Source: an optimization exercise on an open RTL-to-GDS flow (aim: small area and a short achievable clock period). Production flows keep margins and buffers that such runs may drop.
The RTL was checked by simulation tests, not by an equivalence proof against the original design.
Power figures rest on the tool's default switching activity, not on a simulated workload.

### flow/config.mk
export PLATFORM = sky130hd
export DESIGN_NAME = FloatingPoint_Multiplier_Complete
export DESIGN_NICKNAME = FloatingPoint_Multiplier_Complete
export VERILOG_FILES = /design/flow/design.v
export SDC_FILE = /design/flow/constraint.sdc
export NUM_CORES = 4
export LEC_CHECK = 0
export ABC_CLOCK_PERIOD_IN_PS = 2500
export CAP_MARGIN = 20
export CORE_MARGIN = 2
export CORE_UTILIZATION = 55
export CTS_BUF_LIST = sky130_fd_sc_hd__clkbuf_8
export SETUP_SLACK_MARGIN = 4.0
export SLEW_MARGIN = 20
### flow/constraint.sdc
create_clock -name core_clock -period 7.5 [get_ports {clk}]
set_input_delay 1.5000 -clock core_clock [delete_from_list [all_inputs] [get_ports {clk}]]
set_output_delay 1.5000 -clock core_clock [all_outputs]
set_load 0.01 [all_outputs]
### flow/design.v
`timescale 1ns/1ps
module FloatingPoint_Multiplier_Complete (
    input wire         clk,
    input wire         rst,
    input  wire [15:0] a,
    input  wire [15:0] b,
    output reg  [15:0] result,
    output reg         overflow,
    output reg         underflow
);
    wire es_g0 = a[10] & b[10];
    wire es_p0 = a[10] ^ b[10];
    wire es_g1 = a[11] & b[11];
    wire es_p1 = a[11] ^ b[11];
    wire es_g2 = a[12] & b[12];
    wire es_p2 = a[12] ^ b[12];
    wire es_g3 = a[13] & b[13];
    wire es_p3 = a[13] ^ b[13];
    wire es_g4 = a[14] & b[14];
    wire es_p4 = a[14] ^ b[14];
    wire es_G0_1 = es_g1 | (es_p1 & es_g0);
    wire es_P0_1 = es_p1 & es_p0;
    wire es_G0_2 = es_g2 | (es_p2 & es_g1);
    wire es_P0_2 = es_p2 & es_p1;
    wire es_G0_3 = es_g3 | (es_p3 & es_g2);
    wire es_P0_3 = es_p3 & es_p2;
    wire es_G0_4 = es_g4 | (es_p4 & es_g3);
    wire es_P0_4 = es_p4 & es_p3;
    wire es_G1_2 = es_G0_2 | (es_P0_2 & es_g0);
    wire es_P1_2 = es_P0_2 & es_p0;
    wire es_G1_3 = es_G0_3 | (es_P0_3 & es_G0_1);
    wire es_P1_3 = es_P0_3 & es_P0_1;
    wire es_G1_4 = es_G0_4 | (es_P0_4 & es_G0_2);
    wire es_P1_4 = es_P0_4 & es_P0_2;
    wire es_G2_4 = es_G1_4 | (es_P1_4 & es_g0);
    wire es_P2_4 = es_P1_4 & es_p0;
    wire es_s1 = es_p1 ^ es_g0;
    wire es_s2 = es_p2 ^ es_G0_1;
    wire es_s3 = es_p3 ^ es_G1_2;
    wire es_s4 = es_p4 ^ es_G1_3;
    reg        r1_sign, r1_ha;
    reg  [5:0] r1_es;    
    reg  [9:0] r1_ma;
    reg  [5:0] r1_one, r1_two;    
    reg  [4:0] r1_neg;
    wire [12:0] yb = {2'b00, b[14:10] != 5'd0, b[9:0]};
    always @(posedge clk) begin
        r1_sign <= a[15] ^ b[15];
        r1_es   <= ((a[14:0] == 15'd0) | (b[14:0] == 15'd0)) ? 6'h3f : {es_G2_4, es_s4, es_s3, es_s2, es_s1, es_p0};
        r1_ha   <= a[14:10] != 5'd0;
        r1_ma   <= a[9:0];
        r1_one[0] <= yb[0] ^ 1'b0;
        r1_two[0] <= (yb[1] & ~yb[0] & ~1'b0) | (~yb[1] & yb[0] & 1'b0);
        r1_neg[0] <= yb[1];
        r1_one[1] <= yb[2] ^ yb[1];
        r1_two[1] <= (yb[3] & ~yb[2] & ~yb[1]) | (~yb[3] & yb[2] & yb[1]);
        r1_neg[1] <= yb[3];
        r1_one[2] <= yb[4] ^ yb[3];
        r1_two[2] <= (yb[5] & ~yb[4] & ~yb[3]) | (~yb[5] & yb[4] & yb[3]);
        r1_neg[2] <= yb[5];
        r1_one[3] <= yb[6] ^ yb[5];
        r1_two[3] <= (yb[7] & ~yb[6] & ~yb[5]) | (~yb[7] & yb[6] & yb[5]);
        r1_neg[3] <= yb[7];
        r1_one[4] <= yb[8] ^ yb[7];
        r1_two[4] <= (yb[9] & ~yb[8] & ~yb[7]) | (~yb[9] & yb[8] & yb[7]);
        r1_neg[4] <= yb[9];
        r1_one[5] <= yb[10] ^ yb[9];
        r1_two[5] <= (yb[11] & ~yb[10] & ~yb[9]) | (~yb[11] & yb[10] & yb[9]);
    end
    wire [10:0] mx = {r1_ha, r1_ma};
    wire bp0_0 = ((r1_one[0] & mx[0])) ^ r1_neg[0];
    wire bp0_1 = ((r1_one[0] & mx[1]) | (r1_two[0] & mx[0])) ^ r1_neg[0];
    wire bp0_2 = ((r1_one[0] & mx[2]) | (r1_two[0] & mx[1])) ^ r1_neg[0];
    wire bp0_3 = ((r1_one[0] & mx[3]) | (r1_two[0] & mx[2])) ^ r1_neg[0];
    wire bp0_4 = ((r1_one[0] & mx[4]) | (r1_two[0] & mx[3])) ^ r1_neg[0];
    wire bp0_5 = ((r1_one[0] & mx[5]) | (r1_two[0] & mx[4])) ^ r1_neg[0];
    wire bp0_6 = ((r1_one[0] & mx[6]) | (r1_two[0] & mx[5])) ^ r1_neg[0];
    wire bp0_7 = ((r1_one[0] & mx[7]) | (r1_two[0] & mx[6])) ^ r1_neg[0];
    wire bp0_8 = ((r1_one[0] & mx[8]) | (r1_two[0] & mx[7])) ^ r1_neg[0];
    wire bp0_9 = ((r1_one[0] & mx[9]) | (r1_two[0] & mx[8])) ^ r1_neg[0];
    wire bp0_10 = ((r1_one[0] & mx[10]) | (r1_two[0] & mx[9])) ^ r1_neg[0];
    wire bp0_11 = ((r1_two[0] & mx[10])) ^ r1_neg[0];
    wire bp1_0 = ((r1_one[1] & mx[0])) ^ r1_neg[1];
    wire bp1_1 = ((r1_one[1] & mx[1]) | (r1_two[1] & mx[0])) ^ r1_neg[1];
    wire bp1_2 = ((r1_one[1] & mx[2]) | (r1_two[1] & mx[1])) ^ r1_neg[1];
    wire bp1_3 = ((r1_one[1] & mx[3]) | (r1_two[1] & mx[2])) ^ r1_neg[1];
    wire bp1_4 = ((r1_one[1] & mx[4]) | (r1_two[1] & mx[3])) ^ r1_neg[1];
    wire bp1_5 = ((r1_one[1] & mx[5]) | (r1_two[1] & mx[4])) ^ r1_neg[1];
    wire bp1_6 = ((r1_one[1] & mx[6]) | (r1_two[1] & mx[5])) ^ r1_neg[1];
    wire bp1_7 = ((r1_one[1] & mx[7]) | (r1_two[1] & mx[6])) ^ r1_neg[1];
    wire bp1_8 = ((r1_one[1] & mx[8]) | (r1_two[1] & mx[7])) ^ r1_neg[1];
    wire bp1_9 = ((r1_one[1] & mx[9]) | (r1_two[1] & mx[8])) ^ r1_neg[1];
    wire bp1_10 = ((r1_one[1] & mx[10]) | (r1_two[1] & mx[9])) ^ r1_neg[1];
    wire bp1_11 = ((r1_two[1] & mx[10])) ^ r1_neg[1];
    wire bp2_0 = ((r1_one[2] & mx[0])) ^ r1_neg[2];
    wire bp2_1 = ((r1_one[2] & mx[1]) | (r1_two[2] & mx[0])) ^ r1_neg[2];
    wire bp2_2 = ((r1_one[2] & mx[2]) | (r1_two[2] & mx[1])) ^ r1_neg[2];
    wire bp2_3 = ((r1_one[2] & mx[3]) | (r1_two[2] & mx[2])) ^ r1_neg[2];
    wire bp2_4 = ((r1_one[2] & mx[4]) | (r1_two[2] & mx[3])) ^ r1_neg[2];
    wire bp2_5 = ((r1_one[2] & mx[5]) | (r1_two[2] & mx[4])) ^ r1_neg[2];
    wire bp2_6 = ((r1_one[2] & mx[6]) | (r1_two[2] & mx[5])) ^ r1_neg[2];
    wire bp2_7 = ((r1_one[2] & mx[7]) | (r1_two[2] & mx[6])) ^ r1_neg[2];
    wire bp2_8 = ((r1_one[2] & mx[8]) | (r1_two[2] & mx[7])) ^ r1_neg[2];
    wire bp2_9 = ((r1_one[2] & mx[9]) | (r1_two[2] & mx[8])) ^ r1_neg[2];
    wire bp2_10 = ((r1_one[2] & mx[10]) | (r1_two[2] & mx[9])) ^ r1_neg[2];
    wire bp2_11 = ((r1_two[2] & mx[10])) ^ r1_neg[2];
    wire bp3_0 = ((r1_one[3] & mx[0])) ^ r1_neg[3];
    wire bp3_1 = ((r1_one[3] & mx[1]) | (r1_two[3] & mx[0])) ^ r1_neg[3];
    wire bp3_2 = ((r1_one[3] & mx[2]) | (r1_two[3] & mx[1])) ^ r1_neg[3];
    wire bp3_3 = ((r1_one[3] & mx[3]) | (r1_two[3] & mx[2])) ^ r1_neg[3];
    wire bp3_4 = ((r1_one[3] & mx[4]) | (r1_two[3] & mx[3])) ^ r1_neg[3];
    wire bp3_5 = ((r1_one[3] & mx[5]) | (r1_two[3] & mx[4])) ^ r1_neg[3];
    wire bp3_6 = ((r1_one[3] & mx[6]) | (r1_two[3] & mx[5])) ^ r1_neg[3];
    wire bp3_7 = ((r1_one[3] & mx[7]) | (r1_two[3] & mx[6])) ^ r1_neg[3];
    wire bp3_8 = ((r1_one[3] & mx[8]) | (r1_two[3] & mx[7])) ^ r1_neg[3];
    wire bp3_9 = ((r1_one[3] & mx[9]) | (r1_two[3] & mx[8])) ^ r1_neg[3];
    wire bp3_10 = ((r1_one[3] & mx[10]) | (r1_two[3] & mx[9])) ^ r1_neg[3];
    wire bp3_11 = ((r1_two[3] & mx[10])) ^ r1_neg[3];
    wire bp4_0 = ((r1_one[4] & mx[0])) ^ r1_neg[4];
    wire bp4_1 = ((r1_one[4] & mx[1]) | (r1_two[4] & mx[0])) ^ r1_neg[4];
    wire bp4_2 = ((r1_one[4] & mx[2]) | (r1_two[4] & mx[1])) ^ r1_neg[4];
    wire bp4_3 = ((r1_one[4] & mx[3]) | (r1_two[4] & mx[2])) ^ r1_neg[4];
    wire bp4_4 = ((r1_one[4] & mx[4]) | (r1_two[4] & mx[3])) ^ r1_neg[4];
    wire bp4_5 = ((r1_one[4] & mx[5]) | (r1_two[4] & mx[4])) ^ r1_neg[4];
    wire bp4_6 = ((r1_one[4] & mx[6]) | (r1_two[4] & mx[5])) ^ r1_neg[4];
    wire bp4_7 = ((r1_one[4] & mx[7]) | (r1_two[4] & mx[6])) ^ r1_neg[4];
    wire bp4_8 = ((r1_one[4] & mx[8]) | (r1_two[4] & mx[7])) ^ r1_neg[4];
    wire bp4_9 = ((r1_one[4] & mx[9]) | (r1_two[4] & mx[8])) ^ r1_neg[4];
    wire bp4_10 = ((r1_one[4] & mx[10]) | (r1_two[4] & mx[9])) ^ r1_neg[4];
    wire bp4_11 = ((r1_two[4] & mx[10])) ^ r1_neg[4];
    wire bp5_0 = (r1_one[5] & mx[0]);
    wire bp5_1 = (r1_one[5] & mx[1]) | (r1_two[5] & mx[0]);
    wire bp5_2 = (r1_one[5] & mx[2]) | (r1_two[5] & mx[1]);
    wire bp5_3 = (r1_one[5] & mx[3]) | (r1_two[5] & mx[2]);
    wire bp5_4 = (r1_one[5] & mx[4]) | (r1_two[5] & mx[3]);
    wire bp5_5 = (r1_one[5] & mx[5]) | (r1_two[5] & mx[4]);
    wire bp5_6 = (r1_one[5] & mx[6]) | (r1_two[5] & mx[5]);
    wire bp5_7 = (r1_one[5] & mx[7]) | (r1_two[5] & mx[6]);
    wire bp5_8 = (r1_one[5] & mx[8]) | (r1_two[5] & mx[7]);
    wire bp5_9 = (r1_one[5] & mx[9]) | (r1_two[5] & mx[8]);
    wire bp5_10 = (r1_one[5] & mx[10]) | (r1_two[5] & mx[9]);
    wire bp5_11 = (r1_two[5] & mx[10]);
    wire hs0 = r1_neg[3] ^ bp0_6;
    wire hc0 = r1_neg[3] & bp0_6;
    wire hs1 = bp0_7 ^ bp1_5;
    wire hc1 = bp0_7 & bp1_5;
    wire fs0 = r1_neg[4] ^ bp0_8 ^ bp1_6;
    wire fc0 = (r1_neg[4] & bp0_8) | (r1_neg[4] & bp1_6) | (bp0_8 & bp1_6);
    wire hs2 = bp2_4 ^ bp3_2;
    wire hc2 = bp2_4 & bp3_2;
    wire fs1 = bp0_9 ^ bp1_7 ^ bp2_5;
    wire fc1 = (bp0_9 & bp1_7) | (bp0_9 & bp2_5) | (bp1_7 & bp2_5);
    wire hs3 = bp3_3 ^ bp4_1;
    wire hc3 = bp3_3 & bp4_1;
    wire fs2 = bp0_10 ^ bp1_8 ^ bp2_6;
    wire fc2 = (bp0_10 & bp1_8) | (bp0_10 & bp2_6) | (bp1_8 & bp2_6);
    wire fs3 = bp3_4 ^ bp4_2 ^ bp5_0;
    wire fc3 = (bp3_4 & bp4_2) | (bp3_4 & bp5_0) | (bp4_2 & bp5_0);
    wire fs4 = bp0_11 ^ bp1_9 ^ bp2_7;
    wire fc4 = (bp0_11 & bp1_9) | (bp0_11 & bp2_7) | (bp1_9 & bp2_7);
    wire fs5 = bp3_5 ^ bp4_3 ^ bp5_1;
    wire fc5 = (bp3_5 & bp4_3) | (bp3_5 & bp5_1) | (bp4_3 & bp5_1);
    wire fs6 = r1_neg[0] ^ bp1_10 ^ bp2_8;
    wire fc6 = (r1_neg[0] & bp1_10) | (r1_neg[0] & bp2_8) | (bp1_10 & bp2_8);
    wire fs7 = bp3_6 ^ bp4_4 ^ bp5_2;
    wire fc7 = (bp3_6 & bp4_4) | (bp3_6 & bp5_2) | (bp4_4 & bp5_2);
    wire fs8 = r1_neg[0] ^ bp1_11 ^ bp2_9;
    wire fc8 = (r1_neg[0] & bp1_11) | (r1_neg[0] & bp2_9) | (bp1_11 & bp2_9);
    wire fs9 = bp3_7 ^ bp4_5 ^ bp5_3;
    wire fc9 = (bp3_7 & bp4_5) | (bp3_7 & bp5_3) | (bp4_5 & bp5_3);
    wire fs10 = ~r1_neg[0] ^ ~r1_neg[1] ^ bp2_10;
    wire fc10 = (~r1_neg[0] & ~r1_neg[1]) | (~r1_neg[0] & bp2_10) | (~r1_neg[1] & bp2_10);
    wire fs11 = bp3_8 ^ bp4_6 ^ bp5_4;
    wire fc11 = (bp3_8 & bp4_6) | (bp3_8 & bp5_4) | (bp4_6 & bp5_4);
    wire fs12 = 1'b1 ^ bp2_11 ^ bp3_9;
    wire fc12 = (1'b1 & bp2_11) | (1'b1 & bp3_9) | (bp2_11 & bp3_9);
    wire hs4 = bp4_7 ^ bp5_5;
    wire hc4 = bp4_7 & bp5_5;
    wire fs13 = ~r1_neg[2] ^ bp3_10 ^ bp4_8;
    wire fc13 = (~r1_neg[2] & bp3_10) | (~r1_neg[2] & bp4_8) | (bp3_10 & bp4_8);
    wire hs5 = 1'b1 ^ bp3_11;
    wire hc5 = 1'b1 & bp3_11;
    wire hs6 = r1_neg[2] ^ bp0_4;
    wire hc6 = r1_neg[2] & bp0_4;
    wire hs7 = bp0_5 ^ bp1_3;
    wire hc7 = bp0_5 & bp1_3;
    wire fs14 = bp1_4 ^ bp2_2 ^ bp3_0;
    wire fc14 = (bp1_4 & bp2_2) | (bp1_4 & bp3_0) | (bp2_2 & bp3_0);
    wire fs15 = bp2_3 ^ bp3_1 ^ hc0;
    wire fc15 = (bp2_3 & bp3_1) | (bp2_3 & hc0) | (bp3_1 & hc0);
    wire fs16 = bp4_0 ^ hc1 ^ hs2;
    wire fc16 = (bp4_0 & hc1) | (bp4_0 & hs2) | (hc1 & hs2);
    wire fs17 = hc2 ^ hs3 ^ fc0;
    wire fc17 = (hc2 & hs3) | (hc2 & fc0) | (hs3 & fc0);
    wire fs18 = hc3 ^ fc1 ^ fs2;
    wire fc18 = (hc3 & fc1) | (hc3 & fs2) | (fc1 & fs2);
    wire fs19 = fc2 ^ fc3 ^ fs4;
    wire fc19 = (fc2 & fc3) | (fc2 & fs4) | (fc3 & fs4);
    wire fs20 = fc4 ^ fc5 ^ fs6;
    wire fc20 = (fc4 & fc5) | (fc4 & fs6) | (fc5 & fs6);
    wire fs21 = fc6 ^ fc7 ^ fs8;
    wire fc21 = (fc6 & fc7) | (fc6 & fs8) | (fc7 & fs8);
    wire fs22 = fc8 ^ fc9 ^ fs10;
    wire fc22 = (fc8 & fc9) | (fc8 & fs10) | (fc9 & fs10);
    wire fs23 = hs4 ^ fc10 ^ fc11;
    wire fc23 = (hs4 & fc10) | (hs4 & fc11) | (fc10 & fc11);
    wire fs24 = bp5_6 ^ hc4 ^ fc12;
    wire fc24 = (bp5_6 & hc4) | (bp5_6 & fc12) | (hc4 & fc12);
    wire fs25 = bp4_9 ^ bp5_7 ^ hs5;
    wire fc25 = (bp4_9 & bp5_7) | (bp4_9 & hs5) | (bp5_7 & hs5);
    wire fs26 = ~r1_neg[3] ^ bp4_10 ^ bp5_8;
    wire fc26 = (~r1_neg[3] & bp4_10) | (~r1_neg[3] & bp5_8) | (bp4_10 & bp5_8);
    wire hs8 = 1'b1 ^ bp4_11;
    wire hc8 = 1'b1 & bp4_11;
    wire hs9 = r1_neg[1] ^ bp0_2;
    wire hc9 = r1_neg[1] & bp0_2;
    wire hs10 = bp0_3 ^ bp1_1;
    wire hc10 = bp0_3 & bp1_1;
    wire fs27 = bp1_2 ^ bp2_0 ^ hs6;
    wire fc27 = (bp1_2 & bp2_0) | (bp1_2 & hs6) | (bp2_0 & hs6);
    wire fs28 = bp2_1 ^ hc6 ^ hs7;
    wire fc28 = (bp2_1 & hc6) | (bp2_1 & hs7) | (hc6 & hs7);
    wire fs29 = hc7 ^ hs0 ^ fs14;
    wire fc29 = (hc7 & hs0) | (hc7 & fs14) | (hs0 & fs14);
    wire fs30 = hs1 ^ fc14 ^ fs15;
    wire fc30 = (hs1 & fc14) | (hs1 & fs15) | (fc14 & fs15);
    wire fs31 = fs0 ^ fc15 ^ fs16;
    wire fc31 = (fs0 & fc15) | (fs0 & fs16) | (fc15 & fs16);
    wire fs32 = fs1 ^ fc16 ^ fs17;
    wire fc32 = (fs1 & fc16) | (fs1 & fs17) | (fc16 & fs17);
    wire fs33 = fs3 ^ fc17 ^ fs18;
    wire fc33 = (fs3 & fc17) | (fs3 & fs18) | (fc17 & fs18);
    wire fs34 = fs5 ^ fc18 ^ fs19;
    wire fc34 = (fs5 & fc18) | (fs5 & fs19) | (fc18 & fs19);
    wire fs35 = fs7 ^ fc19 ^ fs20;
    wire fc35 = (fs7 & fc19) | (fs7 & fs20) | (fc19 & fs20);
    wire fs36 = fs9 ^ fc20 ^ fs21;
    wire fc36 = (fs9 & fc20) | (fs9 & fs21) | (fc20 & fs21);
    wire fs37 = fs11 ^ fc21 ^ fs22;
    wire fc37 = (fs11 & fc21) | (fs11 & fs22) | (fc21 & fs22);
    wire fs38 = fs12 ^ fc22 ^ fs23;
    wire fc38 = (fs12 & fc22) | (fs12 & fs23) | (fc22 & fs23);
    wire fs39 = fs13 ^ fc23 ^ fs24;
    wire fc39 = (fs13 & fc23) | (fs13 & fs24) | (fc23 & fs24);
    wire fs40 = fc13 ^ fc24 ^ fs25;
    wire fc40 = (fc13 & fc24) | (fc13 & fs25) | (fc24 & fs25);
    wire fs41 = hc5 ^ fs26 ^ fc25;
    wire fc41 = (hc5 & fs26) | (hc5 & fc25) | (fs26 & fc25);
    wire fs42 = bp5_9 ^ hs8 ^ fc26;
    wire fc42 = (bp5_9 & hs8) | (bp5_9 & fc26) | (hs8 & fc26);
    wire fs43 = ~r1_neg[4] ^ bp5_10 ^ hc8;
    wire fc43 = (~r1_neg[4] & bp5_10) | (~r1_neg[4] & hc8) | (bp5_10 & hc8);
    wire hs11 = 1'b1 ^ bp5_11;
    wire lo_g0 = r1_neg[0] & bp0_0;
    wire lo_p0 = r1_neg[0] ^ bp0_0;
    wire lo_g2 = bp1_0 & hs9;
    wire lo_p2 = bp1_0 ^ hs9;
    wire lo_g3 = hc9 & hs10;
    wire lo_p3 = hc9 ^ hs10;
    wire lo_g4 = hc10 & fs27;
    wire lo_p4 = hc10 ^ fs27;
    wire lo_g5 = fc27 & fs28;
    wire lo_p5 = fc27 ^ fs28;
    wire lo_g6 = fc28 & fs29;
    wire lo_p6 = fc28 ^ fs29;
    wire lo_g7 = fc29 & fs30;
    wire lo_p7 = fc29 ^ fs30;
    wire lo_G0_1 = (bp0_1 & lo_g0);
    wire lo_P0_1 = bp0_1 & lo_p0;
    wire lo_G0_2 = lo_g2;
    wire lo_P0_2 = lo_p2 & bp0_1;
    wire lo_G0_3 = lo_g3 | (lo_p3 & lo_g2);
    wire lo_P0_3 = lo_p3 & lo_p2;
    wire lo_G0_4 = lo_g4 | (lo_p4 & lo_g3);
    wire lo_P0_4 = lo_p4 & lo_p3;
    wire lo_G0_5 = lo_g5 | (lo_p5 & lo_g4);
    wire lo_P0_5 = lo_p5 & lo_p4;
    wire lo_G0_6 = lo_g6 | (lo_p6 & lo_g5);
    wire lo_P0_6 = lo_p6 & lo_p5;
    wire lo_G0_7 = lo_g7 | (lo_p7 & lo_g6);
    wire lo_P0_7 = lo_p7 & lo_p6;
    wire lo_G1_2 = lo_G0_2 | (lo_P0_2 & lo_g0);
    wire lo_P1_2 = lo_P0_2 & lo_p0;
    wire lo_G1_3 = lo_G0_3 | (lo_P0_3 & lo_G0_1);
    wire lo_P1_3 = lo_P0_3 & lo_P0_1;
    wire lo_G1_4 = lo_G0_4 | (lo_P0_4 & lo_G0_2);
    wire lo_P1_4 = lo_P0_4 & lo_P0_2;
    wire lo_G1_5 = lo_G0_5 | (lo_P0_5 & lo_G0_3);
    wire lo_P1_5 = lo_P0_5 & lo_P0_3;
    wire lo_G1_6 = lo_G0_6 | (lo_P0_6 & lo_G0_4);
    wire lo_P1_6 = lo_P0_6 & lo_P0_4;
    wire lo_G1_7 = lo_G0_7 | (lo_P0_7 & lo_G0_5);
    wire lo_P1_7 = lo_P0_7 & lo_P0_5;
    wire lo_G2_4 = lo_G1_4 | (lo_P1_4 & lo_g0);
    wire lo_P2_4 = lo_P1_4 & lo_p0;
    wire lo_G2_5 = lo_G1_5 | (lo_P1_5 & lo_G0_1);
    wire lo_P2_5 = lo_P1_5 & lo_P0_1;
    wire lo_G2_6 = lo_G1_6 | (lo_P1_6 & lo_G1_2);
    wire lo_P2_6 = lo_P1_6 & lo_P1_2;
    wire lo_G2_7 = lo_G1_7 | (lo_P1_7 & lo_G1_3);
    wire lo_P2_7 = lo_P1_7 & lo_P1_3;
    wire lo_s1 = bp0_1 ^ lo_g0;
    wire lo_s2 = lo_p2 ^ lo_G0_1;
    wire lo_s3 = lo_p3 ^ lo_G1_2;
    wire lo_s4 = lo_p4 ^ lo_G1_3;
    wire lo_s5 = lo_p5 ^ lo_G2_4;
    wire lo_s6 = lo_p6 ^ lo_G2_5;
    wire lo_s7 = lo_p7 ^ lo_G2_6;
    wire [7:0] nlo = {lo_s7, lo_s6, lo_s5, lo_s4, lo_s3, lo_s2, lo_s1, lo_p0};
    wire zq0 = ~(r1_neg[0] ^ bp0_0);
    wire zq1 = ~(bp0_1 ^ (r1_neg[0] | bp0_0));
    wire zq2 = ~((bp1_0 ^ hs9) ^ bp0_1);
    wire zq3 = ~((hc9 ^ hs10) ^ (bp1_0 | hs9));
    wire zq4 = ~((hc10 ^ fs27) ^ (hc9 | hs10));
    wire zq5 = ~((fc27 ^ fs28) ^ (hc10 | fs27));
    wire zq6 = ~((fc28 ^ fs29) ^ (fc27 | fs28));
    wire zq7 = ~((fc29 ^ fs30) ^ (fc28 | fs29));
    wire zq8 = ~((fc30 ^ fs31) ^ (fc29 | fs30));
    wire zq9 = ~((fc31 ^ fs32) ^ (fc30 | fs31));
    wire zr1 = ~(bp0_1 ^ (r1_neg[0] & bp0_0));
    wire z08 = zq0 & zq1 & zq2 & zq3 & zq4 & zq5 & zq6 & zq7 & zq8;    
    wire z19 = zr1 & zq2 & zq3 & zq4 & zq5 & zq6 & zq7 & zq8 & zq9;    
    reg [21:8] r2_a;
    reg [21:8] r2_b;
    reg        r2_cin;
    reg        r2_zA;
    reg        r2_zB;
    reg        r2_z0c;
    reg        r2_z1c;
    reg        r2_sign;
    reg  [5:0] r2_es;
    always @(posedge clk) begin
        r2_cin <= lo_G2_7;
        r2_zA <= zq2 & zq3 & zq4 & zq5;
        r2_zB <= zq6 & zq7 & zq8;
        r2_z0c <= zq0 & zq1;
        r2_z1c <= zr1 & zq9;
        r2_a[8] <= fc30;
        r2_b[8] <= fs31;
        r2_a[9] <= fc31;
        r2_b[9] <= fs32;
        r2_a[10] <= fc32;
        r2_b[10] <= fs33;
        r2_a[11] <= fc33;
        r2_b[11] <= fs34;
        r2_a[12] <= fc34;
        r2_b[12] <= fs35;
        r2_a[13] <= fc35;
        r2_b[13] <= fs36;
        r2_a[14] <= fc36;
        r2_b[14] <= fs37;
        r2_a[15] <= fs38;
        r2_b[15] <= fc37;
        r2_a[16] <= fc38;
        r2_b[16] <= fs39;
        r2_a[17] <= fc39;
        r2_b[17] <= fs40;
        r2_a[18] <= fc40;
        r2_b[18] <= fs41;
        r2_a[19] <= fs42;
        r2_b[19] <= fc41;
        r2_a[20] <= fs43;
        r2_b[20] <= fc42;
        r2_a[21] <= hs11;
        r2_b[21] <= fc43;
        r2_sign <= r1_sign;
        r2_es <= r1_es;
    end
    wire hi_g0 = r2_a[8] & r2_b[8];
    wire hi_p0 = r2_a[8] ^ r2_b[8];
    wire hi_g1 = r2_a[9] & r2_b[9];
    wire hi_p1 = r2_a[9] ^ r2_b[9];
    wire hi_g2 = r2_a[10] & r2_b[10];
    wire hi_p2 = r2_a[10] ^ r2_b[10];
    wire hi_g3 = r2_a[11] & r2_b[11];
    wire hi_p3 = r2_a[11] ^ r2_b[11];
    wire hi_g4 = r2_a[12] & r2_b[12];
    wire hi_p4 = r2_a[12] ^ r2_b[12];
    wire hi_g5 = r2_a[13] & r2_b[13];
    wire hi_p5 = r2_a[13] ^ r2_b[13];
    wire hi_g6 = r2_a[14] & r2_b[14];
    wire hi_p6 = r2_a[14] ^ r2_b[14];
    wire hi_g7 = r2_a[15] & r2_b[15];
    wire hi_p7 = r2_a[15] ^ r2_b[15];
    wire hi_g8 = r2_a[16] & r2_b[16];
    wire hi_p8 = r2_a[16] ^ r2_b[16];
    wire hi_g9 = r2_a[17] & r2_b[17];
    wire hi_p9 = r2_a[17] ^ r2_b[17];
    wire hi_g10 = r2_a[18] & r2_b[18];
    wire hi_p10 = r2_a[18] ^ r2_b[18];
    wire hi_g11 = r2_a[19] & r2_b[19];
    wire hi_p11 = r2_a[19] ^ r2_b[19];
    wire hi_g12 = r2_a[20] & r2_b[20];
    wire hi_p12 = r2_a[20] ^ r2_b[20];
    wire hi_g13 = r2_a[21] & r2_b[21];
    wire hi_p13 = r2_a[21] ^ r2_b[21];
    wire hi_G0_1 = hi_g1 | (hi_p1 & hi_g0);
    wire hi_P0_1 = hi_p1 & hi_p0;
    wire hi_G0_2 = hi_g2 | (hi_p2 & hi_g1);
    wire hi_P0_2 = hi_p2 & hi_p1;
    wire hi_G0_3 = hi_g3 | (hi_p3 & hi_g2);
    wire hi_P0_3 = hi_p3 & hi_p2;
    wire hi_G0_4 = hi_g4 | (hi_p4 & hi_g3);
    wire hi_P0_4 = hi_p4 & hi_p3;
    wire hi_G0_5 = hi_g5 | (hi_p5 & hi_g4);
    wire hi_P0_5 = hi_p5 & hi_p4;
    wire hi_G0_6 = hi_g6 | (hi_p6 & hi_g5);
    wire hi_P0_6 = hi_p6 & hi_p5;
    wire hi_G0_7 = hi_g7 | (hi_p7 & hi_g6);
    wire hi_P0_7 = hi_p7 & hi_p6;
    wire hi_G0_8 = hi_g8 | (hi_p8 & hi_g7);
    wire hi_P0_8 = hi_p8 & hi_p7;
    wire hi_G0_9 = hi_g9 | (hi_p9 & hi_g8);
    wire hi_P0_9 = hi_p9 & hi_p8;
    wire hi_G0_10 = hi_g10 | (hi_p10 & hi_g9);
    wire hi_P0_10 = hi_p10 & hi_p9;
    wire hi_G0_11 = hi_g11 | (hi_p11 & hi_g10);
    wire hi_P0_11 = hi_p11 & hi_p10;
    wire hi_G0_12 = hi_g12 | (hi_p12 & hi_g11);
    wire hi_P0_12 = hi_p12 & hi_p11;
    wire hi_G0_13 = hi_g13 | (hi_p13 & hi_g12);
    wire hi_P0_13 = hi_p13 & hi_p12;
    wire hi_G1_2 = hi_G0_2 | (hi_P0_2 & hi_g0);
    wire hi_P1_2 = hi_P0_2 & hi_p0;
    wire hi_G1_3 = hi_G0_3 | (hi_P0_3 & hi_G0_1);
    wire hi_P1_3 = hi_P0_3 & hi_P0_1;
    wire hi_G1_4 = hi_G0_4 | (hi_P0_4 & hi_G0_2);
    wire hi_P1_4 = hi_P0_4 & hi_P0_2;
    wire hi_G1_5 = hi_G0_5 | (hi_P0_5 & hi_G0_3);
    wire hi_P1_5 = hi_P0_5 & hi_P0_3;
    wire hi_G1_6 = hi_G0_6 | (hi_P0_6 & hi_G0_4);
    wire hi_P1_6 = hi_P0_6 & hi_P0_4;
    wire hi_G1_7 = hi_G0_7 | (hi_P0_7 & hi_G0_5);
    wire hi_P1_7 = hi_P0_7 & hi_P0_5;
    wire hi_G1_8 = hi_G0_8 | (hi_P0_8 & hi_G0_6);
    wire hi_P1_8 = hi_P0_8 & hi_P0_6;
    wire hi_G1_9 = hi_G0_9 | (hi_P0_9 & hi_G0_7);
    wire hi_P1_9 = hi_P0_9 & hi_P0_7;
    wire hi_G1_10 = hi_G0_10 | (hi_P0_10 & hi_G0_8);
    wire hi_P1_10 = hi_P0_10 & hi_P0_8;
    wire hi_G1_11 = hi_G0_11 | (hi_P0_11 & hi_G0_9);
    wire hi_P1_11 = hi_P0_11 & hi_P0_9;
    wire hi_G1_12 = hi_G0_12 | (hi_P0_12 & hi_G0_10);
    wire hi_P1_12 = hi_P0_12 & hi_P0_10;
    wire hi_G1_13 = hi_G0_13 | (hi_P0_13 & hi_G0_11);
    wire hi_P1_13 = hi_P0_13 & hi_P0_11;
    wire hi_G2_4 = hi_G1_4 | (hi_P1_4 & hi_g0);
    wire hi_P2_4 = hi_P1_4 & hi_p0;
    wire hi_G2_5 = hi_G1_5 | (hi_P1_5 & hi_G0_1);
    wire hi_P2_5 = hi_P1_5 & hi_P0_1;
    wire hi_G2_6 = hi_G1_6 | (hi_P1_6 & hi_G1_2);
    wire hi_P2_6 = hi_P1_6 & hi_P1_2;
    wire hi_G2_7 = hi_G1_7 | (hi_P1_7 & hi_G1_3);
    wire hi_P2_7 = hi_P1_7 & hi_P1_3;
    wire hi_G2_8 = hi_G1_8 | (hi_P1_8 & hi_G1_4);
    wire hi_P2_8 = hi_P1_8 & hi_P1_4;
    wire hi_G2_9 = hi_G1_9 | (hi_P1_9 & hi_G1_5);
    wire hi_P2_9 = hi_P1_9 & hi_P1_5;
    wire hi_G2_10 = hi_G1_10 | (hi_P1_10 & hi_G1_6);
    wire hi_P2_10 = hi_P1_10 & hi_P1_6;
    wire hi_G2_11 = hi_G1_11 | (hi_P1_11 & hi_G1_7);
    wire hi_P2_11 = hi_P1_11 & hi_P1_7;
    wire hi_G2_12 = hi_G1_12 | (hi_P1_12 & hi_G1_8);
    wire hi_P2_12 = hi_P1_12 & hi_P1_8;
    wire hi_G2_13 = hi_G1_13 | (hi_P1_13 & hi_G1_9);
    wire hi_P2_13 = hi_P1_13 & hi_P1_9;
    wire hi_G3_8 = hi_G2_8 | (hi_P2_8 & hi_g0);
    wire hi_P3_8 = hi_P2_8 & hi_p0;
    wire hi_G3_9 = hi_G2_9 | (hi_P2_9 & hi_G0_1);
    wire hi_P3_9 = hi_P2_9 & hi_P0_1;
    wire hi_G3_10 = hi_G2_10 | (hi_P2_10 & hi_G1_2);
    wire hi_P3_10 = hi_P2_10 & hi_P1_2;
    wire hi_G3_11 = hi_G2_11 | (hi_P2_11 & hi_G1_3);
    wire hi_P3_11 = hi_P2_11 & hi_P1_3;
    wire hi_G3_12 = hi_G2_12 | (hi_P2_12 & hi_G2_4);
    wire hi_P3_12 = hi_P2_12 & hi_P2_4;
    wire hi_G3_13 = hi_G2_13 | (hi_P2_13 & hi_G2_5);
    wire hi_P3_13 = hi_P2_13 & hi_P2_5;
    wire hi_s0 = hi_p0 ^ r2_cin;
    wire hi_C1 = hi_g0 | (hi_p0 & r2_cin);
    wire hi_s1 = hi_p1 ^ hi_C1;
    wire hi_C2 = hi_G0_1 | (hi_P0_1 & r2_cin);
    wire hi_s2 = hi_p2 ^ hi_C2;
    wire hi_C3 = hi_G1_2 | (hi_P1_2 & r2_cin);
    wire hi_s3 = hi_p3 ^ hi_C3;
    wire hi_C4 = hi_G1_3 | (hi_P1_3 & r2_cin);
    wire hi_s4 = hi_p4 ^ hi_C4;
    wire hi_C5 = hi_G2_4 | (hi_P2_4 & r2_cin);
    wire hi_s5 = hi_p5 ^ hi_C5;
    wire hi_C6 = hi_G2_5 | (hi_P2_5 & r2_cin);
    wire hi_s6 = hi_p6 ^ hi_C6;
    wire hi_C7 = hi_G2_6 | (hi_P2_6 & r2_cin);
    wire hi_s7 = hi_p7 ^ hi_C7;
    wire hi_C8 = hi_G2_7 | (hi_P2_7 & r2_cin);
    wire hi_s8 = hi_p8 ^ hi_C8;
    wire hi_C9 = hi_G3_8 | (hi_P3_8 & r2_cin);
    wire hi_s9 = hi_p9 ^ hi_C9;
    wire hi_C10 = hi_G3_9 | (hi_P3_9 & r2_cin);
    wire hi_s10 = hi_p10 ^ hi_C10;
    wire hi_C11 = hi_G3_10 | (hi_P3_10 & r2_cin);
    wire hi_s11 = hi_p11 ^ hi_C11;
    wire hi_C12 = hi_G3_11 | (hi_P3_11 & r2_cin);
    wire hi_s12 = hi_p12 ^ hi_C12;
    wire hi_C13 = hi_G3_12 | (hi_P3_12 & r2_cin);
    wire hi_s13 = hi_p13 ^ hi_C13;
    wire hi_C14 = hi_G3_13 | (hi_P3_13 & r2_cin);
    wire tie0 = hi_s1 & r2_zA & r2_zB & r2_z0c;
    wire tie1 = hi_s2 & r2_zA & r2_zB & r2_z1c;
    wire r0_a0_1 = hi_s2 & hi_s1;
    wire r0_a0_2 = hi_s3 & hi_s2;
    wire r0_a0_3 = hi_s4 & hi_s3;
    wire r0_a0_4 = hi_s5 & hi_s4;
    wire r0_a0_5 = hi_s6 & hi_s5;
    wire r0_a0_6 = hi_s7 & hi_s6;
    wire r0_a0_7 = hi_s8 & hi_s7;
    wire r0_a0_8 = hi_s9 & hi_s8;
    wire r0_a0_9 = hi_s10 & hi_s9;
    wire r0_a0_10 = hi_s11 & hi_s10;
    wire r0_a0_11 = hi_s12 & hi_s11;
    wire r0_a1_2 = r0_a0_2 & hi_s1;
    wire r0_a1_3 = r0_a0_3 & r0_a0_1;
    wire r0_a1_4 = r0_a0_4 & r0_a0_2;
    wire r0_a1_5 = r0_a0_5 & r0_a0_3;
    wire r0_a1_6 = r0_a0_6 & r0_a0_4;
    wire r0_a1_7 = r0_a0_7 & r0_a0_5;
    wire r0_a1_8 = r0_a0_8 & r0_a0_6;
    wire r0_a1_9 = r0_a0_9 & r0_a0_7;
    wire r0_a1_10 = r0_a0_10 & r0_a0_8;
    wire r0_a1_11 = r0_a0_11 & r0_a0_9;
    wire r0_a2_4 = r0_a1_4 & hi_s1;
    wire r0_a2_5 = r0_a1_5 & r0_a0_1;
    wire r0_a2_6 = r0_a1_6 & r0_a1_2;
    wire r0_a2_7 = r0_a1_7 & r0_a1_3;
    wire r0_a2_8 = r0_a1_8 & r0_a1_4;
    wire r0_a2_9 = r0_a1_9 & r0_a1_5;
    wire r0_a2_10 = r0_a1_10 & r0_a1_6;
    wire r0_a2_11 = r0_a1_11 & r0_a1_7;
    wire r0_a3_8 = r0_a2_8 & hi_s1;
    wire r0_a3_9 = r0_a2_9 & r0_a0_1;
    wire r0_a3_10 = r0_a2_10 & r0_a1_2;
    wire r0_a3_11 = r0_a2_11 & r0_a1_3;
    wire r0_0 = hi_s2 ^ hi_s1;
    wire r0_1 = hi_s3 ^ r0_a0_1;
    wire r0_2 = hi_s4 ^ r0_a1_2;
    wire r0_3 = hi_s5 ^ r0_a1_3;
    wire r0_4 = hi_s6 ^ r0_a2_4;
    wire r0_5 = hi_s7 ^ r0_a2_5;
    wire r0_6 = hi_s8 ^ r0_a2_6;
    wire r0_7 = hi_s9 ^ r0_a2_7;
    wire r0_8 = hi_s10 ^ r0_a3_8;
    wire r0_9 = hi_s11 ^ r0_a3_9;
    wire r0_10 = hi_s12 ^ r0_a3_10;
    wire c9 = (r2_a[8] & r2_b[8]) | ((r2_a[8] ^ r2_b[8]) & r2_cin);
    wire ones920 = ((r2_a[9] ^ r2_b[9]) ^ c9) & ((r2_a[9] & r2_b[9]) ^ (r2_a[10] ^ r2_b[10])) & ((r2_a[10] & r2_b[10]) ^ (r2_a[11] ^ r2_b[11])) & ((r2_a[11] & r2_b[11]) ^ (r2_a[12] ^ r2_b[12])) & ((r2_a[12] & r2_b[12]) ^ (r2_a[13] ^ r2_b[13])) & ((r2_a[13] & r2_b[13]) ^ (r2_a[14] ^ r2_b[14])) & ((r2_a[14] & r2_b[14]) ^ (r2_a[15] ^ r2_b[15])) & ((r2_a[15] & r2_b[15]) ^ (r2_a[16] ^ r2_b[16])) & ((r2_a[16] & r2_b[16]) ^ (r2_a[17] ^ r2_b[17])) & ((r2_a[17] & r2_b[17]) ^ (r2_a[18] ^ r2_b[18])) & ((r2_a[18] & r2_b[18]) ^ (r2_a[19] ^ r2_b[19])) & ((r2_a[19] & r2_b[19]) ^ (r2_a[20] ^ r2_b[20]));
    wire r0_top = hi_s13 | ones920;    
    wire r1_a0_1 = hi_s3 & hi_s2;
    wire r1_a0_2 = hi_s4 & hi_s3;
    wire r1_a0_3 = hi_s5 & hi_s4;
    wire r1_a0_4 = hi_s6 & hi_s5;
    wire r1_a0_5 = hi_s7 & hi_s6;
    wire r1_a0_6 = hi_s8 & hi_s7;
    wire r1_a0_7 = hi_s9 & hi_s8;
    wire r1_a0_8 = hi_s10 & hi_s9;
    wire r1_a0_9 = hi_s11 & hi_s10;
    wire r1_a0_10 = hi_s12 & hi_s11;
    wire r1_a1_2 = r1_a0_2 & hi_s2;
    wire r1_a1_3 = r1_a0_3 & r1_a0_1;
    wire r1_a1_4 = r1_a0_4 & r1_a0_2;
    wire r1_a1_5 = r1_a0_5 & r1_a0_3;
    wire r1_a1_6 = r1_a0_6 & r1_a0_4;
    wire r1_a1_7 = r1_a0_7 & r1_a0_5;
    wire r1_a1_8 = r1_a0_8 & r1_a0_6;
    wire r1_a1_9 = r1_a0_9 & r1_a0_7;
    wire r1_a1_10 = r1_a0_10 & r1_a0_8;
    wire r1_a2_4 = r1_a1_4 & hi_s2;
    wire r1_a2_5 = r1_a1_5 & r1_a0_1;
    wire r1_a2_6 = r1_a1_6 & r1_a1_2;
    wire r1_a2_7 = r1_a1_7 & r1_a1_3;
    wire r1_a2_8 = r1_a1_8 & r1_a1_4;
    wire r1_a2_9 = r1_a1_9 & r1_a1_5;
    wire r1_a2_10 = r1_a1_10 & r1_a1_6;
    wire r1_a3_8 = r1_a2_8 & hi_s2;
    wire r1_a3_9 = r1_a2_9 & r1_a0_1;
    wire r1_a3_10 = r1_a2_10 & r1_a1_2;
    wire r1_0 = hi_s3 ^ hi_s2;
    wire r1_1 = hi_s4 ^ r1_a0_1;
    wire r1_2 = hi_s5 ^ r1_a1_2;
    wire r1_3 = hi_s6 ^ r1_a1_3;
    wire r1_4 = hi_s7 ^ r1_a2_4;
    wire r1_5 = hi_s8 ^ r1_a2_5;
    wire r1_6 = hi_s9 ^ r1_a2_6;
    wire r1_7 = hi_s10 ^ r1_a2_7;
    wire r1_8 = hi_s11 ^ r1_a3_8;
    wire r1_9 = hi_s12 ^ r1_a3_9;
    wire [9:0] mant0 = {r0_9, r0_8, r0_7, r0_6, r0_5, r0_4, r0_3, r0_2, r0_1, r0_0} & ~{9'd0, tie0};
    wire [9:0] mant1 = {r1_9, r1_8, r1_7, r1_6, r1_5, r1_4, r1_3, r1_2, r1_1, r1_0} & ~{9'd0, tie1};
    wire [9:0] mant  = r0_top ? mant1 : mant0;
    wire       r2_zero = &r2_es;
    wire       ovf0 = r2_es >= 6'd46;
    wire       ovf1 = r2_es >= 6'd45;
    wire       unf0 = r2_es <= 6'd15;
    wire       unf1 = r2_es <= 6'd14;
    wire [4:0] ef0  = r2_es[4:0] + 5'd17;
    wire [4:0] ef1  = r2_es[4:0] + 5'd18;
    wire       ovf  = r0_top ? ovf1 : ovf0;
    wire       unf  = r0_top ? unf1 : unf0;
    wire [4:0] ef   = r0_top ? ef1 : ef0;
    reg        r3_nz, r3_ovf, r3_unf;    
    reg [15:0] r3_val;
    always @(posedge clk or posedge rst) begin
        if (rst) begin
            r3_nz  <= 1'b0;
            r3_ovf <= 1'b0;
            r3_unf <= 1'b0;
            r3_val <= 16'd0;
        end else begin
            r3_nz  <= ~r2_zero & ~ovf & ~unf;
            r3_ovf <= ~r2_zero & ovf;
            r3_unf <= ~r2_zero & ~ovf & unf;
            r3_val <= {r2_sign, ef, mant};
        end
    end
    always @(*) begin
        result    = r3_nz ? r3_val : (r3_ovf ? 16'h7F80 : 16'd0);
        overflow  = r3_ovf;
        underflow = r3_unf;
    end
endmodule
### flow/flow/run.sh
#!/bin/bash
# Own layout flow: the standard flow (standard.sh) with two changes:
#  - synthesis runs Yosys's synth without its generic "abc -fast" pass
#    (-noabc), so the full adders written in the RTL reach extract_fa as
#    written instead of being remapped first; everything else in
#    synth_recipe.tcl (flatten, renames, registers) is unchanged;
#  - port buffers use the buffer cell named in flow/ports.txt.
# Each tool's output is in the ORFS logs under orfs/logs; make's own output
# goes to flow.log here.
set -euo pipefail
here=$(pwd)
first=$(head -n 1 synth_recipe.tcl)
if [[ "$first" != 'proc synth {args} { yosys synth -nofsm -noshare {*}$args }' ]]; then
  echo "unexpected first line of synth_recipe.tcl: $first" >&2
  exit 1
fi
{ echo 'proc synth {args} { yosys synth -nofsm -noshare -noabc {*}$args }'; tail -n +2 synth_recipe.tcl; } > own_synth.tcl
buf=$(tr -d ' \n' < flow/ports.txt)
sed -e "s#SYNTH_SCRIPT=[^ ]*#SYNTH_SCRIPT=$here/own_synth.tcl 'BUFFER_PORTS_ARGS=-buffer_cell $buf'#" standard.sh > own_standard.sh
grep -q own_synth.tcl own_standard.sh
bash own_standard.sh > flow.log 2>&1
### flow/flow/ports.txt
sky130_fd_sc_hd__buf_1
### flow/standard.sh
#!/bin/bash
# synth_recipe.tcl (not shown) runs the flow's synth.tcl, then flattens the netlist and writes it again
# the make line also repeats each setting of config.mk as NAME=value (left out here)
make -C /OpenROAD-flow-scripts/flow DESIGN_CONFIG=/design/flow/config.mk WORK_HOME=/design/flow/orfs CLKGATE_MAP_FILE= SYNTH_SCRIPT=/design/flow/synth_recipe.tcl "${@:-finish}"
==> run_results.csv, run 1 <==
group,metric,value,unit
power_and_ir_drop,power_frac_seq,0.238,
synth,synth_fp_nets,797,
layout,final_common_cell,"xnor2_1",
layout,drive_above_1_share,0.06414,
grt,antenna_found_initial,0,
synth,synth_seq_cells,94,
worst_setup_path,path_max_fanout,14,
place,postPlaceCellArea,6997,sq um
synth,synth_cells,654,
floorplan,dieWidth,115,um
synth,synthArstFlopShare,0.2021,
layout,syn_to_final_growth,6.185,%
clock_tree,cts_root_buf,"clkbuf_8",
timing,setup_viol,0,
power_and_ir_drop,intPower,1732,uW
detailed_routing,wl,13690,um
place,hpwlAfterDp,10720,um
clock_tree,clock_path_buffers,2,
timing,hold_viol,0,
timing,worst_pin_slew,0.9010,ns
floorplan,fp.dieH,115,um
grt,grt_max_degree,20,
place,gp_congestion,0.8901,
floorplan,dieArea,13230,sq um
layout,finalNetCount,824,
clock_tree,cts_made_buffers,9,
clock_tree,cts_hold_buffers,0,
worst_setup_path,slowest_delay,0.52,ns
worst_setup_path,startpoint_type,"flip-flop",
detailed_routing,wl_per_cell,16.44,um
detailed_routing,vias,4757,
synth,synth_edf_count,0,
floorplan,ios,52,
min_path,hp-class,"flip-flop to flip-flop",
floorplan,initial_utilization,0.5642,
detailed_routing,drt_iter0_drc,298,
timing,fin_skew,0.007159,ns
run_status,status,"finished clean",
timing,min_period_over_period,0.4198,
grt,grt_pass1_wl,23160,um
power_and_ir_drop,comb_power_share,0.661,
clock_tree,htreeDepth,3,
grt,grt_pass1_vias,4678,
clock_tree,tritoncts,"built",
power_and_ir_drop,switching_share,0.4761,
job,drv_cap,0,
timing,rsz0062_at_grt,"false",
worst_setup_path,cp.required,7.77,ns
timing,tns,0,ns
detailed_routing,drt_first_pass_iters,7,
worst_setup_path,criticalPathCategory,"flip-flop to flip-flop",
power_and_ir_drop,p_switching,1574,uW
grt,grt_overflow_total,0,
timing,fin_hold_ws,0.3323,ns
worst_setup_path,arrival,3.42,ns
power_and_ir_drop,powerDensity,459.5,nW/um^2
detailed_routing,via_per_inst,5.711,
place,port_buffers,51,
synth,synthDistinctLibCells,66,
synth,ys.flop_type,"dfxtp_1",
synth,synth_area,6776,sq um
worst_setup_path,end_kind,"flip-flop",
layout,final_cell_mix,"78 x xnor2_1, 75 x dfxtp_1, 55 x nand2_1, 55 x fa_1",
timing,slew_violations,0,
grt,track_usage,0.2243,
worst_setup_path,cpMaxStageDelayCell,"nor2_2",
timing,max_clock_freq,317.6,MHz
timing,slew_headroom,0.3985,
synth,avgSynthCellArea,10.36,sq um
clock_tree,path_clk_slew,0.10,ns
worst_setup_path,cp_cell_sequence,"ha_1 > fa_1 > a31oi_4 > o21ai_2 > a211oi_2 > o21bai_4 > xor2_2 > nor2_2 > o41ai_1 > a211o_1",
timing,layout_min_cycle_time,3.149,ns
synth,seq_area_frac_synth,0.2917,
detailed_routing,drc,0,
power_and_ir_drop,power_frac_clock,0.100,
power_and_ir_drop,ir_drop,0.1867,mV
power_and_ir_drop,p_leak,0.002965,uW
clock_tree,cts_sinks,94,
layout,final_area,7196,sq um
clock_tree,clk_latency,0.38,ns
floorplan,num_rows,40,
layout,antenna_cells,0,
detailed_routing,postRouteAntennaNets,0,
floorplan,core_area,12010,sq um
synth,ys_warn_count,1,
layout,fin_util,0.5991,
[sequential cells by signal (all words and copies together) (netlist names), 5 cells and up]
register	count
r2_b	14
r1_neg	5
r1_ma	10
r3_val	16
r1_es	6
r2_a	14
r1_one	6
r2_es	6
r1_two	6
[power groups by stage]
stage | clock [uW] | combinational (uW) | sequential, uW
finish | 332 | 2190 | 788
global route | 366 | 2450 | 812
CTS | 343 | 2200 | 791
detailed placement | 0 | 2190 | 804
global placement | 0 | 2150 | 799
floorplan | 0 | 1790 | 747
[logic make-up (layout without fill, tap and decap cells)]
family          after synthesis  count (layout)  share of synthesized area
fa+ha+maj                   109             109                     0.2622
flops                        94              94                     0.2917
xor+xnor                    107             107                     0.1449
simple gates                143             143                     0.1062
compound gates              127             127                     0.1486
mux                           2               2                   0.002954
buf+inv                      72             104                    0.04339
[final timing paths]
path,from,to,slack [ns],cells after the start
worst max-delay path,r2_a[9]$_DFF_P_,r3_val[9]$_DFF_PP0_,4.35,10
worst min-delay path,r1_es[1]$_SDFF_PP1_,r2_es[1]$_DFF_P_,0.33,0
worst max register to register,r2_a[9]$_DFF_P_,r3_val[9]$_DFF_PP0_,4.35,10
worst min register to register,r1_es[1]$_SDFF_PP1_,r2_es[1]$_DFF_P_,0.33,0
max in group asynchronous,rst,r3_val[12]$_DFF_PP0_,5.88,2
min in group asynchronous,rst,r3_val[0]$_DFF_PP0_,1.18,2
[cell type report]
| type | count | area (sq um) |
|---|---|---|
| timing repair buffer | 51 | 191.4 |
| tap | 147 | 183.9 |
| multi-input combinational | 488 | 4508 |
| sequential | 94 | 1977 |
| inverter | 37 | 138.9 |
| fill | 1052 | 4816 |
| clock inverter | 7 | 72.57 |
| clock buffer | 9 | 123.9 |
[repair_timing]
item / 4_1_cts / 5_1_grt
setup buffers: 0 / 0
endpoints found under the setup margin: 0 / 2
resized for setup: 0 / 1
[Yosys cell counts, types with 13 or more instances]
cell / instances / area share
inv_1: 37 / 0.020
a21oi_1: 14 / 0.010
nand2_1: 55 / 0.030
dfxtp_1: 75 / 0.22
a22oi_1: 54 / 0.060
xnor2_1: 78 / 0.10
fa_1: 55 / 0.16
xor2_1: 23 / 0.030
dfrtp_1: 19 / 0.070
nor2_1: 18 / 0.010
o21ai_0: 13 / 0.0096
clkbuf_1: 26 / 0.014
ha_1: 54 / 0.10
[layer usage]
metal	vias to the layer above	share of wire	track usage	wire [um]
met5	-	0	0	0
met4	0	0.012	0.07711	159
met3	10	0.040	0.02530	545
met2	116	0.48	0.3612	6583
met1	2336	0.47	0.3166	6402
li1	2295	-	-	-
[critical path, delay by kind of cell, from the launching register on]
family / cells / cell delay, ns
compound gates: 6 / 1.29
xor+xnor: 1 / 0.19
fa+ha+maj: 2 / 0.72
flops: 1 / 0.31
simple gates: 1 / 0.52
[stage by stage]
stage / setup WS (ns) / instances / power (uW)
after floorplan: 4.566 / 654 / 2534
after global placement: 4.226 / 817 / 2944
after detailed placement: 4.078 / 817 / 2989
after CTS: 4.075 / 833 / 3337
after global routing: 4.177 / 833 / 3632
final: 4.351 / 833 / 3306
==> run 2: changes to the inputs <==
--- a/flow/config.mk
+++ b/flow/config.mk
@@ -9,6 +9,5 @@
 export CAP_MARGIN = 20
 export CORE_MARGIN = 2
-export CORE_UTILIZATION = 55
-export CTS_BUF_LIST = sky130_fd_sc_hd__clkbuf_8
+export CORE_UTILIZATION = 40
 export SETUP_SLACK_MARGIN = 4.0
 export SLEW_MARGIN = 20
==> run 2 against run 1 <==
Clock skew decreased by 0.0036 ns. Count of clock-buffer cells in the layout increased by 3. First-iteration DRC count decreased by 23%. Critical path type unchanged. Largest cell class unchanged.
==> run_results.csv, run 2 <==
group,metric,value,unit
synth,avgSynthCellArea,10.36,sq um
timing,fin_skew,0.003525,ns
layout,regArea,1977,sq um
synth,ys_warn_count,1,
layout,syn_to_final_growth,8.826,%
timing,max_clock_freq,315.2,MHz
timing,setup_viol,0,
layout,drive_above_1_share,0.05994,
grt,grt_overflow_total,0,
detailed_routing,postRouteAntennaNets,0,
clock_tree,tritoncts,"built",
synth,synthDistinctLibCells,66,
synth,post-synth-top-count-cell,"xnor2_1",
worst_setup_path,cp_cell_sequence,"ha_1 > fa_1 > a31oi_4 > o21ai_2 > a211oi_2 > o21bai_4 > xor2_2 > nor2_2 > o41ai_1 > a211o_1",
floorplan,core_area,16580,sq um
layout,final_area,7375,sq um
layout,reg.largest.list,"r3_val: 16 flops, r2_a: 14 flops, r2_b: 14 flops",
timing,tns,0,ns
layout,fin_util,0.4447,
clock_tree,htreeDepth,3,
place,gp_congestion,0.8665,
grt,grt_pass1_vias,4930,
floorplan,dieArea,18000,sq um
layout,final_common_cell,"xnor2_1",
synth,synth_cells,654,
detailed_routing,wl_per_cell,15.54,um
layout,finalNetCount,824,
detailed_routing,wl,14050,um
synth,ys.flop_type,"dfxtp_1",
clock_tree,cts_sinks,94,
synth,synth_fp_nets,797,
clock_tree,path_clk_slew,0.06,ns
floorplan,num_rows,47,
timing,hold_viol,0,
worst_setup_path,cpMaxStageDelayCell,"nor2_2",
place,dp_slack,4.091,ns
floorplan,initial_utilization,0.4086,
synth,yosys-top-cells-area,"dfxtp_1 22%, fa_1 16%, xnor2_1 10%, ha_1 10%, dfrtp_1 7.0%",
power_and_ir_drop,power_frac_seq,0.233,
floorplan,fp.dieH,134.2,um
layout,multi_input_area,4508,sq um
timing,setup_ws,4.328,ns
worst_setup_path,startpoint_type,"flip-flop",
run_status,status,"finished clean",
power_and_ir_drop,switching_share,0.4541,
synth,synth_top_area_cell,"dfxtp_1",
detailed_routing,drt_first_pass_iters,5,
power_and_ir_drop,intPower,1851,uW
timing,slew_violations,0,
layout,final_cell_mix,"78 x xnor2_1, 75 x dfxtp_1, 55 x nand2_1, 55 x fa_1",
place,hpwlAfterDp,11260,um
grt,grt_max_degree,20,
worst_setup_path,cp.required,7.72,ns
worst_setup_path,slowest_delay,0.52,ns
grt,grt_pass1_wl,23920,um
floorplan,ios,52,
synth,ys_top_cells_by_count,"78 x xnor2_1, 75 x dfxtp_1, 55 x fa_1, 55 x nand2_1",
timing,slew_headroom,0.3807,
power_and_ir_drop,p_leak,0.003005,uW
worst_setup_path,path_max_fanout,14,
timing,rsz0062_at_grt,"false",
worst_setup_path,end_kind,"flip-flop",
timing,worst_pin_slew,0.9277,ns
timing,min_period_over_period,0.4230,
synth,synth_area,6776,sq um
floorplan,dieWidth,134.2,um
power_and_ir_drop,power_frac_clock,0.126,
grt,antenna_found_initial,0,
synth,synth_edf_count,0,
worst_setup_path,arrival,3.40,ns
job,drv_cap,0,
layout,nFillCells,1600,
place,port_buffers,51,
timing,fin_hold_ws,0.3258,ns
layout,antenna_cells,0,
clock_tree,cts_root_buf,"clkbuf_16",
synth,synth_seq_cells,94,
worst_setup_path,criticalPathCategory,"flip-flop to flip-flop",
synth,synth.top_cell.area_share,0.2216,
power_and_ir_drop,comb_power_share,0.641,
min_path,hp-class,"flip-flop to flip-flop",
synth,synthArstFlopShare,0.2021,
synth,seq_area_frac_synth,0.2917,
place,postPlaceCellArea,7088,sq um
detailed_routing,drc,0,
clock_tree,clk_latency,0.34,ns
clock_tree,clock_path_buffers,2,
clock_tree,cts_made_buffers,9,
grt,track_usage,0.1656,
layout,largest_reg_flops,16,
detailed_routing,drt_iter0_drc,228,
timing,layout_min_cycle_time,3.172,ns
detailed_routing,via_per_inst,5.308,
power_and_ir_drop,powerDensity,459.8,nW/um^2
detailed_routing,vias,4798,
power_and_ir_drop,ir_drop,0.2126,mV
power_and_ir_drop,p_switching,1540,uW
layout,top_register,"r3_val",
[run 2: timing repair]
action | CTS | global route
hold buffers | 0 | 0
endpoints found under the hold margin | 0 | 0
endpoints found under the setup margin | 0 | 2
gates resized for setup | 0 | 1
setup buffers | 0 | 0
[run 2: path summary, 6_finish.rpt]
kind                                           from             endpoint  slack [ns]  cells after the start
worst max-delay path                r2_a[9]$_DFF_P_  r3_val[9]$_DFF_PP0_        4.33                     10
max in group asynchronous                       rst  r3_val[4]$_DFF_PP0_        5.86                      2
worst min-delay path            r1_es[0]$_SDFF_PP1_     r2_es[0]$_DFF_P_        0.33                      0
worst max register to register      r2_a[9]$_DFF_P_  r3_val[9]$_DFF_PP0_        4.33                     10
min in group asynchronous                       rst      r3_nz$_DFF_PP0_        1.22                      2
worst min register to register  r1_es[0]$_SDFF_PP1_     r2_es[0]$_DFF_P_        0.33                      0
[run 2: worst max-delay path: cells and delay by family, from the launching register on]
family | cells | cell delay [ns]
AOI/OAI and AO/OA | 6 | 1.30
xor gates and xnor gates | 1 | 0.20
and+or+nand+nor | 1 | 0.52
DFF | 1 | 0.30
adders and majority gates | 2 | 0.73
[run 2: area by class of cell]
| class | count | share of cell area |
|---|---|---|
| Multi-Input combinational cell | 488 | 0.6113 |
| Sequential cell | 94 | 0.2681 |
| Inverter | 37 | 0.01883 |
| Timing Repair Buffer | 51 | 0.02596 |
| Clock buffer | 12 | 0.03631 |
| Tap cell | 220 | 0.03733 |
| Clock inverter | 2 | 0.002206 |
[run 2: per-stage QoR]
stage / std cells / power, uW
finish: 904 / 3391
global route: 904 / 3714
CTS: 904 / 3417
detailed placement: 890 / 2980
global placement: 890 / 2935
floorplan: 654 / 2534
[run 2: logic make-up after synthesis]
logic type               Yosys count  share of synthesized area
AND/OR/NAND/NOR                  143                     0.1062
AO/OA/AOI/OAI                    127                     0.1486
adder cells (fa/ha/maj)          109                     0.2622
XOR/XNOR                         107                     0.1449
flip-flops                        94                     0.2917
buffers and inverters             72                    0.04339
multiplexers                       2                   0.002954
[run 2: power by group through the flow]
stage,Sequential [uW],Clock [uW],Combinational (uW)
global placement,798,0,2140
floorplan,747,0,1790
finish,791,427,2170
CTS,794,442,2180
detailed placement,804,0,2180
global route,816,464,2430
[run 2: metal layers]
layer,part of all wire,global-route usage,vias to the layer above
met5,0,0,-
met4,0.023,0.05614,0
met3,0.058,0.04346,26
met2,0.48,0.2823,167
met1,0.43,0.2036,2309
li1,-,-,2296
==> run 3: changes to the inputs <==
--- a/flow/config.mk
+++ b/flow/config.mk
@@ -9,5 +9,6 @@
 export CAP_MARGIN = 20
 export CORE_MARGIN = 2
-export CORE_UTILIZATION = 40
+export CORE_UTILIZATION = 70
+export CTS_BUF_LIST = sky130_fd_sc_hd__clkbuf_8
 export SETUP_SLACK_MARGIN = 4.0
 export SLEW_MARGIN = 20
==> run 3 against run 2 <==
Design area decreased by 2.7%. Critical endpoint unchanged. Still clean on timing, DRC and antenna. Register-to-register slack improved by 0.07 ns. Die area decreased by 42%. Clock power decreased by 23%. Count of clock-buffer cells in the layout decreased by 3.
==> run_results.csv, run 3 <==
group,metric,value,unit
grt,antenna_found_initial,0,
layout,syn_to_final_growth,5.853,%
clock_tree,htreeDepth,3,
clock_tree,cts_setup_buffers,0,
layout,reg.largest.list,"r3_val: 16 flops, r2_a: 14 flops, r2_b: 14 flops",
min_path,hp-start,"r2_sign$_DFF_P_",
floorplan,dieArea,10480,sq um
power_and_ir_drop,ir_drop,0.2758,mV
timing,fin_skew,0.01076,ns
layout,finalNetCount,824,
clock_tree,path_clk_slew,0.11,ns
timing,max_clock_freq,322.8,MHz
floorplan,num_rows,35,
min_path,hp-class,"flip-flop to flip-flop",
synth,ys_top_cells_by_count,"78 x xnor2_1, 75 x dfxtp_1, 55 x fa_1, 55 x nand2_1",
worst_setup_path,cp.required,7.74,ns
detailed_routing,via_per_inst,5.925,
detailed_routing,wl_met1,5991,um
grt,track_usage,0.2772,
layout,final_cell_mix,"78 x xnor2_1, 75 x dfxtp_1, 55 x nand2_1, 55 x fa_1",
grt,grt_overflow_total,0,
detailed_routing,drt_iter0_drc,357,
detailed_routing,drt_first_pass_iters,5,
layout,final_common_cell,"xnor2_1",
synth,synthDistinctLibCells,66,
power_and_ir_drop,p_leak,0.002966,uW
timing,hold_viol,0,
clock_tree,clock_path_buffers,2,
clock_tree,tritoncts,"built",
synth,synth_edf_count,0,
layout,largest_reg_flops,16,
timing,tns,0,ns
synth,ys_warn_count,1,
detailed_routing,vias,4829,
layout,top_register,"r3_val",
synth,synth.top_cell.area_share,0.2216,
worst_setup_path,r2r_end,"r3_val[9]$_DFF_PP0_",
grt,grt_pass1_vias,4920,
floorplan,core_area,9328,sq um
grt,grt_max_degree,20,
power_and_ir_drop,powerDensity,460.7,nW/um^2
place,port_buffers,51,
timing,fin_hold_ws,0.3366,ns
detailed_routing,wl_per_cell,16.42,um
worst_setup_path,criticalPathCategory,"flip-flop to flip-flop",
synth,synth_cells,654,
synth,seq_area_frac_synth,0.2917,
worst_setup_path,end_kind,"flip-flop",
timing,slew_headroom,0.3881,
clock_tree,cts_hold_buffers,0,
floorplan,dieWidth,102.4,um
job,drv_cap,0,
timing,slew_violations,0,
layout,drive_above_1_share,0.06414,
min_path,hold_path_end,"r3_val[15]$_DFF_PP0_",
floorplan,initial_utilization,0.7265,
worst_setup_path,ff2ff_setup_slack,4.40,ns
detailed_routing,dr.max_layer_used,"met4",
synth,synthArstFlopShare,0.2021,
run_status,status,"finished clean",
timing,rsz0062_at_grt,"false",
min_path,worstHoldPathCells,0,
clock_tree,cts_sinks,94,
place,hpwlAfterDp,10370,um
detailed_routing,wl,13380,um
timing,layout_min_cycle_time,3.098,ns
detailed_routing,wl_met2,6603,um
layout,antenna_cells,0,
clock_tree,cts_made_buffers,9,
worst_setup_path,arrival,3.34,ns
worst_setup_path,rr_startpoint,"r2_a[9]$_DFF_P_",
synth,post-synth-top-count-cell,"xnor2_1",
worst_setup_path,startpoint_type,"flip-flop",
clock_tree,clk_latency,0.36,ns
synth,synth_fp_nets,797,
synth,synth_area,6776,sq um
detailed_routing,postRouteAntennaNets,0,
detailed_routing,drc,0,
timing,setup_viol,0,
timing,min_period_over_period,0.4130,
floorplan,ios,52,
place,gp_congestion,0.9093,
worst_setup_path,reg2reg_depth,10,
synth,synth_top_area_cell,"dfxtp_1",
grt,grt_pass1_wl,22740,um
worst_setup_path,path_max_fanout,14,
timing,worst_pin_slew,0.9165,ns
synth,yosys-top-cells-area,"dfxtp_1 22%, fa_1 16%, xnor2_1 10%, ha_1 10%, dfrtp_1 7.0%",
floorplan,fp.dieH,102.4,um
synth,avgSynthCellArea,10.36,sq um
detailed_routing,dr_wl_met3,604,um
synth,synth_seq_cells,94,
synth,ys.flop_type,"dfxtp_1",
clock_tree,cts_root_buf,"clkbuf_8",
[run 3: routing by layer]
layer | vias to the layer above | track usage
li1 | 2291 | -
met1 | 2385 | 0.3732
met2 | 139 | 0.4712
met3 | 14 | 0.04241
met4 | 0 | 0.07487
met5 | - | 0
[run 3: worst max-delay path by stage]
stage	start	end	slack, ns
3_3_place_gp	r2_a[9]$_DFF_P_	r3_val[9]$_DFF_PP0_	4.26
4_1_cts	r2_a[9]$_DFF_P_	r3_val[9]$_DFF_PP0_	4.15
2_1_floorplan	r1_neg[2]$_DFF_P_	r2_z1c$_DFF_P_	4.57
3_5_place_dp	r2_a[9]$_DFF_P_	r3_val[9]$_DFF_PP0_	4.18
6_report	r2_a[9]$_DFF_P_	r3_val[9]$_DFF_PP0_	4.40
5_1_grt	r2_a[9]$_DFF_P_	r3_val[9]$_DFF_PP0_	4.13
[run 3: logic make-up after synthesis]
| group | count (synthesis) | synth area share |
|---|---|---|
| and+or+nand+nor | 143 | 0.1062 |
| AOI/OAI and AO/OA | 127 | 0.1486 |
| adders and majority gates | 109 | 0.2622 |
| xor gates and xnor gates | 107 | 0.1449 |
| DFF | 94 | 0.2917 |
| buffers and inverters | 72 | 0.04339 |
| muxes | 2 | 0.002954 |
[run 3: layout make-up]
class | count | area [sq um]
multi-input combinational | 488 | 4508
tap | 129 | 161.4
clock buffer | 9 | 123.9
timing repair buffer | 51 | 191.4
sequential | 94 | 1977
inverter | 37 | 138.9
fill | 673 | 2155
clock inverter | 7 | 72.57
[run 3: stage by stage]
step | power, uW | instance area (sq um) | utilization | worst slack (ns) | std cells
finish | 3305 | 7173 | 0.7690 | 4.402 | 815
floorplan | 2534 | 6777 | - | 4.566 | 654
global route | 3632 | 7173 | 0.7690 | 4.130 | 815
global placement | 2893 | 6974 | 0.7477 | 4.258 | 799
CTS | 3309 | 7171 | 0.7687 | 4.151 | 815
detailed placement | 2961 | 6974 | 0.7477 | 4.176 | 799
[run 3: repair_timing]
action / CTS / global route
setup endpoints to repair: 0 / 2
hold endpoints to repair: 0 / 0
resized for setup: 0 / 1
[run 3: critical path: stages, from the launching register on]
cell,delay (ns)
dfxtp_1,0.32
ha_1,0.25
fa_1,0.47
a31oi_4,0.21
o21ai_2,0.12
a211oi_2,0.32
o21bai_4,0.11
xor2_2,0.19
nor2_2,0.50
o41ai_1,0.19
a211o_1,0.31
[run 3: power by group]
group	switching [uW]	internal, uW
Combinational	1250	935
Sequential	123	667
Clock	199	131
Total	1570	1730

==> port drivers added, routing unchanged <==
The flow's constraints put no driver on any port. The routed layouts listed below were extracted and timed again, unchanged, in two steps.
Step 1, drivers: a clkbuf_16 drives clk and a buf_2 each remaining input, both assumed.
Step 2 times the ports against the registers' clock, not the clock port: input delays grow and output delays shrink by t, the midpoint of the rising clock arrivals with the driver on.
a / b / c = ideal ports / drivers / drivers and shift; a / b = the first two.
run	shift t [ns]	slack for setup (ns)
run 1	0.410	4.351 / 4.351 / 4.351
run 2	0.382	4.328 / 4.328 / 4.328
run 3	0.385	4.402 / 4.402 / 4.402
After both steps setup and hold are still met in every run listed.
